Context: an optimization exercise on an open-source flow, tuned for small area, a short achievable clock period and few clock cycles per item. The choices shown serve that exercise and are no tape-out recipe.
The RTL was checked by simulation tests, not by an equivalence proof against the original design.

==> build 67 <==
==> flow/design.v <==
module keccak_round (
    input  [1599:0] in,
    input  [6:0]    rc,    
    output [1599:0] out
);
    wire [63:0] a [0:24];
    wire [63:0] c [0:4];
    wire [63:0] d [0:4];
    wire [63:0] b [0:24];
    wire [63:0] o [0:24];
    wire [63:0] rcw = {rc[6], 31'b0, rc[5], 15'b0, rc[4], 7'b0, rc[3], 3'b0, rc[2], 1'b0, rc[1], rc[0]};
    genvar k, x, y;
    generate
        for (k = 0; k < 25; k = k + 1) begin : g_in
            assign a[k] = in[1599-64*k -: 64];
        end
        for (x = 0; x < 5; x = x + 1) begin : g_c
            assign c[x] = a[x] ^ a[x+5] ^ a[x+10] ^ a[x+15] ^ a[x+20];
        end
        for (x = 0; x < 5; x = x + 1) begin : g_d
            assign d[x] = c[(x+4)%5] ^ {c[(x+1)%5][62:0], c[(x+1)%5][63]};
        end
        for (x = 0; x < 5; x = x + 1) begin : g_bx
            for (y = 0; y < 5; y = y + 1) begin : g_by
                localparam integer R =
                    (x==0&&y==0)? 0:(x==1&&y==0)? 1:(x==2&&y==0)?62:(x==3&&y==0)?28:(x==4&&y==0)?27:
                    (x==0&&y==1)?36:(x==1&&y==1)?44:(x==2&&y==1)? 6:(x==3&&y==1)?55:(x==4&&y==1)?20:
                    (x==0&&y==2)? 3:(x==1&&y==2)?10:(x==2&&y==2)?43:(x==3&&y==2)?25:(x==4&&y==2)?39:
                    (x==0&&y==3)?41:(x==1&&y==3)?45:(x==2&&y==3)?15:(x==3&&y==3)?21:(x==4&&y==3)? 8:
                    (x==0&&y==4)?18:(x==1&&y==4)? 2:(x==2&&y==4)?61:(x==3&&y==4)?56:14;
                wire [63:0] t = a[x+5*y] ^ d[x];
                if (R == 0) begin : g_r0
                    assign b[y+5*((2*x+3*y)%5)] = t;
                end else begin : g_rn
                    assign b[y+5*((2*x+3*y)%5)] = {t[63-R:0], t[63:64-R]};
                end
            end
        end
        for (y = 0; y < 5; y = y + 1) begin : g_oy
            for (x = 0; x < 5; x = x + 1) begin : g_ox
                if (x == 0 && y == 0) begin : g_iota
                    assign o[0] = b[0] ^ (~b[1] & b[2]) ^ rcw;
                end else begin : g_chi
                    assign o[x+5*y] = b[x+5*y] ^ (~b[(x+1)%5+5*y] & b[(x+2)%5+5*y]);
                end
            end
        end
        for (k = 0; k < 25; k = k + 1) begin : g_out
            assign out[1599-64*k -: 64] = o[k];
        end
    endgenerate
endmodule
module keccak_rc (
    input      [4:0] r,
    output reg [6:0] rc
);
    always @(*) begin
        case (r)
            5'd0:    rc = 7'b0000001;
            5'd1:    rc = 7'b0011010;
            5'd2:    rc = 7'b1011110;
            5'd3:    rc = 7'b1110000;
            5'd4:    rc = 7'b0011111;
            5'd5:    rc = 7'b0100001;
            5'd6:    rc = 7'b1111001;
            5'd7:    rc = 7'b1010101;
            5'd8:    rc = 7'b0001110;
            5'd9:    rc = 7'b0001100;
            5'd10:   rc = 7'b0110101;
            5'd11:   rc = 7'b0100110;
            5'd12:   rc = 7'b0111111;
            5'd13:   rc = 7'b1001111;
            5'd14:   rc = 7'b1011101;
            5'd15:   rc = 7'b1010011;
            5'd16:   rc = 7'b1010010;
            5'd17:   rc = 7'b1001000;
            5'd18:   rc = 7'b0010110;
            5'd19:   rc = 7'b1100110;
            5'd20:   rc = 7'b1111001;
            5'd21:   rc = 7'b1011000;
            5'd22:   rc = 7'b0100001;
            default: rc = 7'b1110100;
        endcase
    end
endmodule
module index_relocation_in(in, out);
  input  [1087:0] in;
  output [1087:0] out;
    genvar w, b;
    generate
      for(w=0; w<17; w=w+1)
        begin : L2
          for(b=0; b<8; b=b+1)
            begin : L3
              assign out[(((w)*64 + (b)*8) + 7):((w)*64 + (b)*8)] = in[(((w)*64 + (7-b)*8) + 7):((w)*64 + (7-b)*8)];
            end
        end
    endgenerate
endmodule
module keccak_miner #(
    parameter integer P = 1
) (
    input              clk,
    input              rst,
    input              start,
    output             ready,
    input      [607:0] data,
    input      [31:0]  nonce_start,
    input      [31:0]  target,
    output reg         done,
    output reg         found,
    output reg [31:0]  golden_nonce,
    output reg [63:0]  golden_hash
);
    localparam integer N = 24 / P;    
    reg          busy;
    reg          exh;         
    reg [607:0]  data_r;
    reg [31:0]   nonce_r;     
    reg [31:0]   target_r;
    assign ready = ~busy;
    reg  [1599:0] st   [0:P-1];
    reg           tv   [0:P-1];    
    reg  [4:0]    tj   [0:P-1];    
    reg  [31:0]   tn   [0:P-1];    
    reg           sel_q;           
    wire [1599:0] fb   = st[P-1];
    wire          fb_v = tv[P-1];
    wire [4:0]    fb_j = tj[P-1];
    wire [31:0]   fb_n = tn[P-1];
    wire          fb_last = (fb_j == N-1);
    wire [1087:0] padder_out;
    index_relocation_in index_relocation_in (
        .in({data_r, nonce_r, 448'h0100000000000000000000000000000000000000000000000000000000000000000000000000000000000000000000000000000000000080}),
        .out(padder_out));
    wire [1599:0] x_in = sel_q ? {padder_out, 512'b0} : fb;
    wire          x_v  = sel_q ? (busy & ~exh) : (fb_v & ~fb_last);
    wire [4:0]    x_j  = sel_q ? 5'd0 : fb_j + 5'd1;
    wire [31:0]   x_n  = sel_q ? nonce_r : fb_n;
    wire [1599:0] rin  [0:P-1];
    wire [1599:0] rout [0:P-1];
    wire [4:0]    rj   [0:P-1];
    genvar s;
    generate
        for (s = 0; s < P; s = s + 1) begin : g_st
            wire [6:0] rc;
            wire [4:0] ridx = rj[s] * P + s;
            if (s == 0) begin : g_s0
                assign rin[s] = x_in;
                assign rj[s]  = x_j;
            end else begin : g_sn
                assign rin[s] = st[s-1];
                assign rj[s]  = tj[s-1];
            end
            keccak_rc u_rc (.r(ridx), .rc(rc));
            keccak_round u_round (.in(rin[s]), .rc(rc), .out(rout[s]));
            always @(posedge clk)
                st[s] <= rout[s];
        end
    endgenerate
    reg kill;
    integer i;
    always @(posedge clk) begin
        tj[0] <= x_j;
        tn[0] <= x_n;
        for (i = 1; i < P; i = i + 1) begin
            tj[i] <= tj[i-1];
            tn[i] <= tn[i-1];
        end
        if (rst || kill) begin
            for (i = 0; i < P; i = i + 1)
                tv[i] <= 1'b0;
        end else begin
            tv[0] <= x_v;
            for (i = 1; i < P; i = i + 1)
                tv[i] <= tv[i-1];
        end
    end
    generate
        if (P == 1) begin : g_sel1
            always @(posedge clk)
                sel_q <= ~x_v | (x_j == N-1);
        end else begin : g_seln
            always @(posedge clk)
                sel_q <= ~tv[P-2] | (tj[P-2] == N-1);
        end
    endgenerate
    reg         res_v;
    reg [63:0]  res_hash;
    reg [31:0]  res_n;
    wire        match = (res_hash[63:32] <= target_r);
    always @(*) kill = res_v & (match | (res_n == 32'hFFFFFFFF));
    always @(posedge clk) begin
        res_hash <= fb[1407:1344];
        res_n    <= fb_n;
        if (rst || kill)
            res_v <= 1'b0;
        else
            res_v <= fb_v & fb_last;
    end
    always @(posedge clk) begin
        if (!busy) begin
            data_r   <= data;
            nonce_r  <= nonce_start;
            target_r <= target;
            exh      <= 1'b0;
        end else if (sel_q && !exh) begin
            nonce_r <= nonce_r + 32'd1;
            if (nonce_r == 32'hFFFFFFFF)
                exh <= 1'b1;
        end
        if (rst) begin
            busy <= 1'b0;
            done <= 1'b0;
        end else begin
            done <= kill;
            if (kill)
                busy <= 1'b0;
            else if (!busy && start)
                busy <= 1'b1;
        end
        if (kill) begin
            found        <= match;
            golden_nonce <= res_n;
            golden_hash  <= res_hash;
        end
    end
endmodule
==> flow/run.sh <==
#!/bin/bash
# synth_recipe.tcl (not shown) runs the flow's synth.tcl, then flattens the netlist and writes it again
# the make line also repeats each setting of config.mk as NAME=value (left out here)
make -C /OpenROAD-flow-scripts/flow DESIGN_CONFIG=/design/flow/config.mk WORK_HOME=/design/flow/orfs CLKGATE_MAP_FILE= SYNTH_SCRIPT=/design/flow/synth_recipe.tcl finish
==> flow/config.mk <==
export PLATFORM = sky130hd
export DESIGN_NAME = keccak_miner
export DESIGN_NICKNAME = keccak_miner
export VERILOG_FILES = /design/flow/design.v
export SDC_FILE = /design/flow/constraint.sdc
export NUM_CORES = 4
export LEC_CHECK = 0
export CAP_MARGIN = 20
export CORE_MARGIN = 2
export CORE_UTILIZATION = 40
export SLEW_MARGIN = 20
==> flow/constraint.sdc <==
create_clock -name core_clock -period 5.0 [get_ports {clk}]
set_input_delay 1.0000 -clock core_clock [delete_from_list [all_inputs] [get_ports {clk}]]
set_output_delay 1.0000 -clock core_clock [all_outputs]
set_load 0.01 [all_outputs]
==> trial 36: changes against build 67 <==
--- a/flow/design.v
+++ b/flow/design.v
@@ -98,7 +98,7 @@
     endgenerate
 endmodule
 module keccak_miner #(
-    parameter integer P = 1
+    parameter integer P = 2
 ) (
     input              clk,
     input              rst,
@@ -114,89 +114,87 @@
 );
     localparam integer N = 24 / P;    
     reg          busy;
+    reg          ready_q;     
     reg          exh;         
     reg [607:0]  data_r;
     reg [31:0]   nonce_r;     
     reg [31:0]   target_r;
-    assign ready = ~busy;
-    reg  [1599:0] st   [0:P-1];
-    reg           tv   [0:P-1];    
-    reg  [4:0]    tj   [0:P-1];    
-    reg  [31:0]   tn   [0:P-1];    
-    reg           sel_q;           
-    wire [1599:0] fb   = st[P-1];
-    wire          fb_v = tv[P-1];
-    wire [4:0]    fb_j = tj[P-1];
-    wire [31:0]   fb_n = tn[P-1];
-    wire          fb_last = (fb_j == N-1);
+    assign ready = ready_q;
+    reg  [1599:0] st [0:P-1];
+    reg           tv [0:P-1];
+    reg  [4:0]    tj [0:P-1];
+    reg  [31:0]   tn [0:P-1];
     wire [1087:0] padder_out;
     index_relocation_in index_relocation_in (
         .in({data_r, nonce_r, 448'h0100000000000000000000000000000000000000000000000000000000000000000000000000000000000000000000000000000000000080}),
         .out(padder_out));
-    wire [1599:0] x_in = sel_q ? {padder_out, 512'b0} : fb;
-    wire          x_v  = sel_q ? (busy & ~exh) : (fb_v & ~fb_last);
-    wire [4:0]    x_j  = sel_q ? 5'd0 : fb_j + 5'd1;
-    wire [31:0]   x_n  = sel_q ? nonce_r : fb_n;
+    wire [1599:0] init = {padder_out, 512'b0};
     wire [1599:0] rin  [0:P-1];
     wire [1599:0] rout [0:P-1];
-    wire [4:0]    rj   [0:P-1];
+    wire          iv   [0:P-1];
+    wire [4:0]    ij   [0:P-1];
+    wire [31:0]   in_n [0:P-1];
+    reg  [6:0]    trc  [0:P-1];
+    wire [6:0]    nrc  [0:P-1];
     genvar s;
     generate
         for (s = 0; s < P; s = s + 1) begin : g_st
             wire [6:0] rc;
-            wire [4:0] ridx = rj[s] * P + s;
             if (s == 0) begin : g_s0
-                assign rin[s] = x_in;
-                assign rj[s]  = x_j;
+                assign rin[s]  = st[P-1];
+                assign iv[s]   = tv[P-1];
+                assign ij[s]   = tj[P-1] + 5'd1;
+                assign in_n[s] = tn[P-1];
+                assign rc      = trc[P-1];
             end else begin : g_sn
-                assign rin[s] = st[s-1];
-                assign rj[s]  = tj[s-1];
-            end
-            keccak_rc u_rc (.r(ridx), .rc(rc));
+                assign rin[s]  = st[s-1];
+                assign iv[s]   = tv[s-1];
+                assign ij[s]   = tj[s-1];
+                assign in_n[s] = tn[s-1];
+                assign rc      = trc[s-1];
+            end
+            wire [4:0] nidx = (s == P-1) ? (ij[s] + 5'd1) * P : ij[s] * P + s + 1;
+            keccak_rc u_rc (.r(nidx), .rc(nrc[s]));
             keccak_round u_round (.in(rin[s]), .rc(rc), .out(rout[s]));
-            always @(posedge clk)
-                st[s] <= rout[s];
         end
     endgenerate
+    wire ld = ~iv[P-1] | (ij[P-1] == N-1);
     reg kill;
     integer i;
     always @(posedge clk) begin
-        tj[0] <= x_j;
-        tn[0] <= x_n;
-        for (i = 1; i < P; i = i + 1) begin
-            tj[i] <= tj[i-1];
-            tn[i] <= tn[i-1];
-        end
+        for (i = 0; i < P-1; i = i + 1)
+            st[i] <= rout[i];
+        st[P-1] <= ld ? init : rout[P-1];
+        for (i = 0; i < P-1; i = i + 1) begin
+            tj[i]  <= ij[i];
+            tn[i]  <= in_n[i];
+            trc[i] <= nrc[i];
+        end
+        trc[P-1] <= ld ? 7'b0000001 : nrc[P-1];
+        tj[P-1] <= ld ? 5'd31   : ij[P-1];
+        tn[P-1] <= ld ? nonce_r : in_n[P-1];
         if (rst || kill) begin
             for (i = 0; i < P; i = i + 1)
                 tv[i] <= 1'b0;
         end else begin
-            tv[0] <= x_v;
-            for (i = 1; i < P; i = i + 1)
-                tv[i] <= tv[i-1];
-        end
-    end
-    generate
-        if (P == 1) begin : g_sel1
-            always @(posedge clk)
-                sel_q <= ~x_v | (x_j == N-1);
-        end else begin : g_seln
-            always @(posedge clk)
-                sel_q <= ~tv[P-2] | (tj[P-2] == N-1);
-        end
-    endgenerate
+            for (i = 0; i < P-1; i = i + 1)
+                tv[i] <= iv[i];
+            tv[P-1] <= ld ? (busy & ~exh) : iv[P-1];
+        end
+    end
     reg         res_v;
     reg [63:0]  res_hash;
     reg [31:0]  res_n;
     wire        match = (res_hash[63:32] <= target_r);
-    always @(*) kill = res_v & (match | (res_n == 32'hFFFFFFFF));
+    wire        hit   = res_v & ~done & (match | (res_n == 32'hFFFFFFFF));
+    always @(*) kill = done;
     always @(posedge clk) begin
-        res_hash <= fb[1407:1344];
-        res_n    <= fb_n;
+        res_hash <= rout[P-1][1407:1344];
+        res_n    <= in_n[P-1];
         if (rst || kill)
             res_v <= 1'b0;
         else
-            res_v <= fb_v & fb_last;
+            res_v <= iv[P-1] & (ij[P-1] == N-1);
     end
     always @(posedge clk) begin
         if (!busy) begin
@@ -204,25 +202,27 @@
             nonce_r  <= nonce_start;
             target_r <= target;
             exh      <= 1'b0;
-        end else if (sel_q && !exh) begin
+        end else if (ld && !exh) begin
             nonce_r <= nonce_r + 32'd1;
             if (nonce_r == 32'hFFFFFFFF)
                 exh <= 1'b1;
         end
         if (rst) begin
-            busy <= 1'b0;
-            done <= 1'b0;
+            busy    <= 1'b0;
+            ready_q <= 1'b1;
+            done    <= 1'b0;
         end else begin
-            done <= kill;
-            if (kill)
-                busy <= 1'b0;
-            else if (!busy && start)
-                busy <= 1'b1;
-        end
-        if (kill) begin
-            found        <= match;
-            golden_nonce <= res_n;
-            golden_hash  <= res_hash;
-        end
-    end
-endmodule
+            done <= hit;
+            if (hit) begin
+                busy    <= 1'b0;
+                ready_q <= 1'b1;
+            end else if (!busy && start) begin
+                busy    <= 1'b1;
+                ready_q <= 1'b0;
+            end
+        end
+        found        <= match;
+        golden_nonce <= res_n;
+        golden_hash  <= res_hash;
+    end
+endmodule
- CAP_MARGIN: 20 -> 10
- CORE_UTILIZATION: 40 -> 33
- PLACE_DENSITY: unset -> 0.42
- SETUP_SLACK_MARGIN: unset -> 2.2
- SLEW_MARGIN: 20 -> 10
==> build 20: changes against build 67 <==
--- a/flow/design.v
+++ b/flow/design.v
@@ -98,7 +98,7 @@
     endgenerate
 endmodule
 module keccak_miner #(
-    parameter integer P = 1
+    parameter integer P = 2
 ) (
     input              clk,
     input              rst,
@@ -114,89 +114,80 @@
 );
     localparam integer N = 24 / P;    
     reg          busy;
+    reg          ready_q;     
     reg          exh;         
     reg [607:0]  data_r;
     reg [31:0]   nonce_r;     
     reg [31:0]   target_r;
-    assign ready = ~busy;
-    reg  [1599:0] st   [0:P-1];
-    reg           tv   [0:P-1];    
-    reg  [4:0]    tj   [0:P-1];    
-    reg  [31:0]   tn   [0:P-1];    
-    reg           sel_q;           
-    wire [1599:0] fb   = st[P-1];
-    wire          fb_v = tv[P-1];
-    wire [4:0]    fb_j = tj[P-1];
-    wire [31:0]   fb_n = tn[P-1];
-    wire          fb_last = (fb_j == N-1);
+    assign ready = ready_q;
+    reg  [1599:0] st [0:P-1];
+    reg           tv [0:P-1];
+    reg  [4:0]    tj [0:P-1];
+    reg  [31:0]   tn [0:P-1];
     wire [1087:0] padder_out;
     index_relocation_in index_relocation_in (
         .in({data_r, nonce_r, 448'h0100000000000000000000000000000000000000000000000000000000000000000000000000000000000000000000000000000000000080}),
         .out(padder_out));
-    wire [1599:0] x_in = sel_q ? {padder_out, 512'b0} : fb;
-    wire          x_v  = sel_q ? (busy & ~exh) : (fb_v & ~fb_last);
-    wire [4:0]    x_j  = sel_q ? 5'd0 : fb_j + 5'd1;
-    wire [31:0]   x_n  = sel_q ? nonce_r : fb_n;
+    wire [1599:0] init = {padder_out, 512'b0};
     wire [1599:0] rin  [0:P-1];
     wire [1599:0] rout [0:P-1];
-    wire [4:0]    rj   [0:P-1];
+    wire          iv   [0:P-1];
+    wire [4:0]    ij   [0:P-1];
+    wire [31:0]   in_n [0:P-1];
     genvar s;
     generate
         for (s = 0; s < P; s = s + 1) begin : g_st
             wire [6:0] rc;
-            wire [4:0] ridx = rj[s] * P + s;
+            wire [4:0] ridx = ij[s] * P + s;
             if (s == 0) begin : g_s0
-                assign rin[s] = x_in;
-                assign rj[s]  = x_j;
+                assign rin[s]  = st[P-1];
+                assign iv[s]   = tv[P-1];
+                assign ij[s]   = tj[P-1] + 5'd1;
+                assign in_n[s] = tn[P-1];
             end else begin : g_sn
-                assign rin[s] = st[s-1];
-                assign rj[s]  = tj[s-1];
+                assign rin[s]  = st[s-1];
+                assign iv[s]   = tv[s-1];
+                assign ij[s]   = tj[s-1];
+                assign in_n[s] = tn[s-1];
             end
             keccak_rc u_rc (.r(ridx), .rc(rc));
             keccak_round u_round (.in(rin[s]), .rc(rc), .out(rout[s]));
-            always @(posedge clk)
-                st[s] <= rout[s];
         end
     endgenerate
+    wire ld = ~iv[P-1] | (ij[P-1] == N-1);
     reg kill;
     integer i;
     always @(posedge clk) begin
-        tj[0] <= x_j;
-        tn[0] <= x_n;
-        for (i = 1; i < P; i = i + 1) begin
-            tj[i] <= tj[i-1];
-            tn[i] <= tn[i-1];
-        end
+        for (i = 0; i < P-1; i = i + 1)
+            st[i] <= rout[i];
+        st[P-1] <= ld ? init : rout[P-1];
+        for (i = 0; i < P-1; i = i + 1) begin
+            tj[i] <= ij[i];
+            tn[i] <= in_n[i];
+        end
+        tj[P-1] <= ld ? 5'd31   : ij[P-1];
+        tn[P-1] <= ld ? nonce_r : in_n[P-1];
         if (rst || kill) begin
             for (i = 0; i < P; i = i + 1)
                 tv[i] <= 1'b0;
         end else begin
-            tv[0] <= x_v;
-            for (i = 1; i < P; i = i + 1)
-                tv[i] <= tv[i-1];
-        end
-    end
-    generate
-        if (P == 1) begin : g_sel1
-            always @(posedge clk)
-                sel_q <= ~x_v | (x_j == N-1);
-        end else begin : g_seln
-            always @(posedge clk)
-                sel_q <= ~tv[P-2] | (tj[P-2] == N-1);
-        end
-    endgenerate
+            for (i = 0; i < P-1; i = i + 1)
+                tv[i] <= iv[i];
+            tv[P-1] <= ld ? (busy & ~exh) : iv[P-1];
+        end
+    end
     reg         res_v;
     reg [63:0]  res_hash;
     reg [31:0]  res_n;
     wire        match = (res_hash[63:32] <= target_r);
     always @(*) kill = res_v & (match | (res_n == 32'hFFFFFFFF));
     always @(posedge clk) begin
-        res_hash <= fb[1407:1344];
-        res_n    <= fb_n;
+        res_hash <= rout[P-1][1407:1344];
+        res_n    <= in_n[P-1];
         if (rst || kill)
             res_v <= 1'b0;
         else
-            res_v <= fb_v & fb_last;
+            res_v <= iv[P-1] & (ij[P-1] == N-1);
     end
     always @(posedge clk) begin
         if (!busy) begin
@@ -204,20 +195,24 @@
             nonce_r  <= nonce_start;
             target_r <= target;
             exh      <= 1'b0;
-        end else if (sel_q && !exh) begin
+        end else if (ld && !exh) begin
             nonce_r <= nonce_r + 32'd1;
             if (nonce_r == 32'hFFFFFFFF)
                 exh <= 1'b1;
         end
         if (rst) begin
-            busy <= 1'b0;
-            done <= 1'b0;
+            busy    <= 1'b0;
+            ready_q <= 1'b1;
+            done    <= 1'b0;
         end else begin
             done <= kill;
-            if (kill)
-                busy <= 1'b0;
-            else if (!busy && start)
-                busy <= 1'b1;
+            if (kill) begin
+                busy    <= 1'b0;
+                ready_q <= 1'b1;
+            end else if (!busy && start) begin
+                busy    <= 1'b1;
+                ready_q <= 1'b0;
+            end
         end
         if (kill) begin
             found        <= match;
- CORE_UTILIZATION: 40 -> 35
- PLACE_DENSITY: unset -> 0.42
- SETUP_SLACK_MARGIN: unset -> 2.2
==> run summary <==
item	trial 36	build 20	build 67
Outcome	finished clean	finished clean	stopped before the end
Stage where the flow stopped	-	-	global routing
Worst Setup EP	st[1][1323]	golden_hash[5]	-
Detailed Place HPWL	1,730,000 um	1,650,000 um	1,350,000 um
Tap cell count	8,293	7,727	-
Inverters	41	43	-
Floorplan die area	628,000 um2	585,000 um2	-
Max cap viols	0	0	-
Cts bufs inserted	538	526	319
Worst Clk Skew	67.8 ps	78.9 ps	-
R2r startpoint	st[0][1194]	res_hash[43]	-
Stages on worst setup path	9	8	-
Pins over their slew limit	0	0	-
FF-to-FF End	st[1][1323]	golden_hash[5]	-
Count of nets after finishing	24,300	24,500	-
WP data arrival	4170 ps	4340 ps	-
Testbench counts of build 67, summed over its fixed seeds: cycles 355,688, hashes 14,780.
Testbench counts of trial 36, summed over its fixed seeds: cycles 180,408, hashes 14,780.
Testbench counts of build 20, summed over its fixed seeds: cycles 180,408, hashes 14,780.

## port drivers added, routing unchanged
No port has a modelled driver above. Below, the same layouts with a new extraction and two added sets of constraints.
Step 1 assumes that a clkbuf_16 drives the clock port and a buf_2 every other input.
Step 2 also shifts input and output timing later by t, the mid clock arrival at the registers, as if the neighbouring blocks saw the same clock.
Slacks: ideal ports / drivers / drivers and shift; pairs: ideal ports / drivers.
run | t (ns) | setup WS [ns] | cell pins on the clock port's net
trial 36 | 1.336 | 1.854 / 1.854 / 1.854 | 1
build 20 | 1.320 | 1.516 / 1.516 / 1.516 | 1
After both steps setup and hold are still met in every run listed.
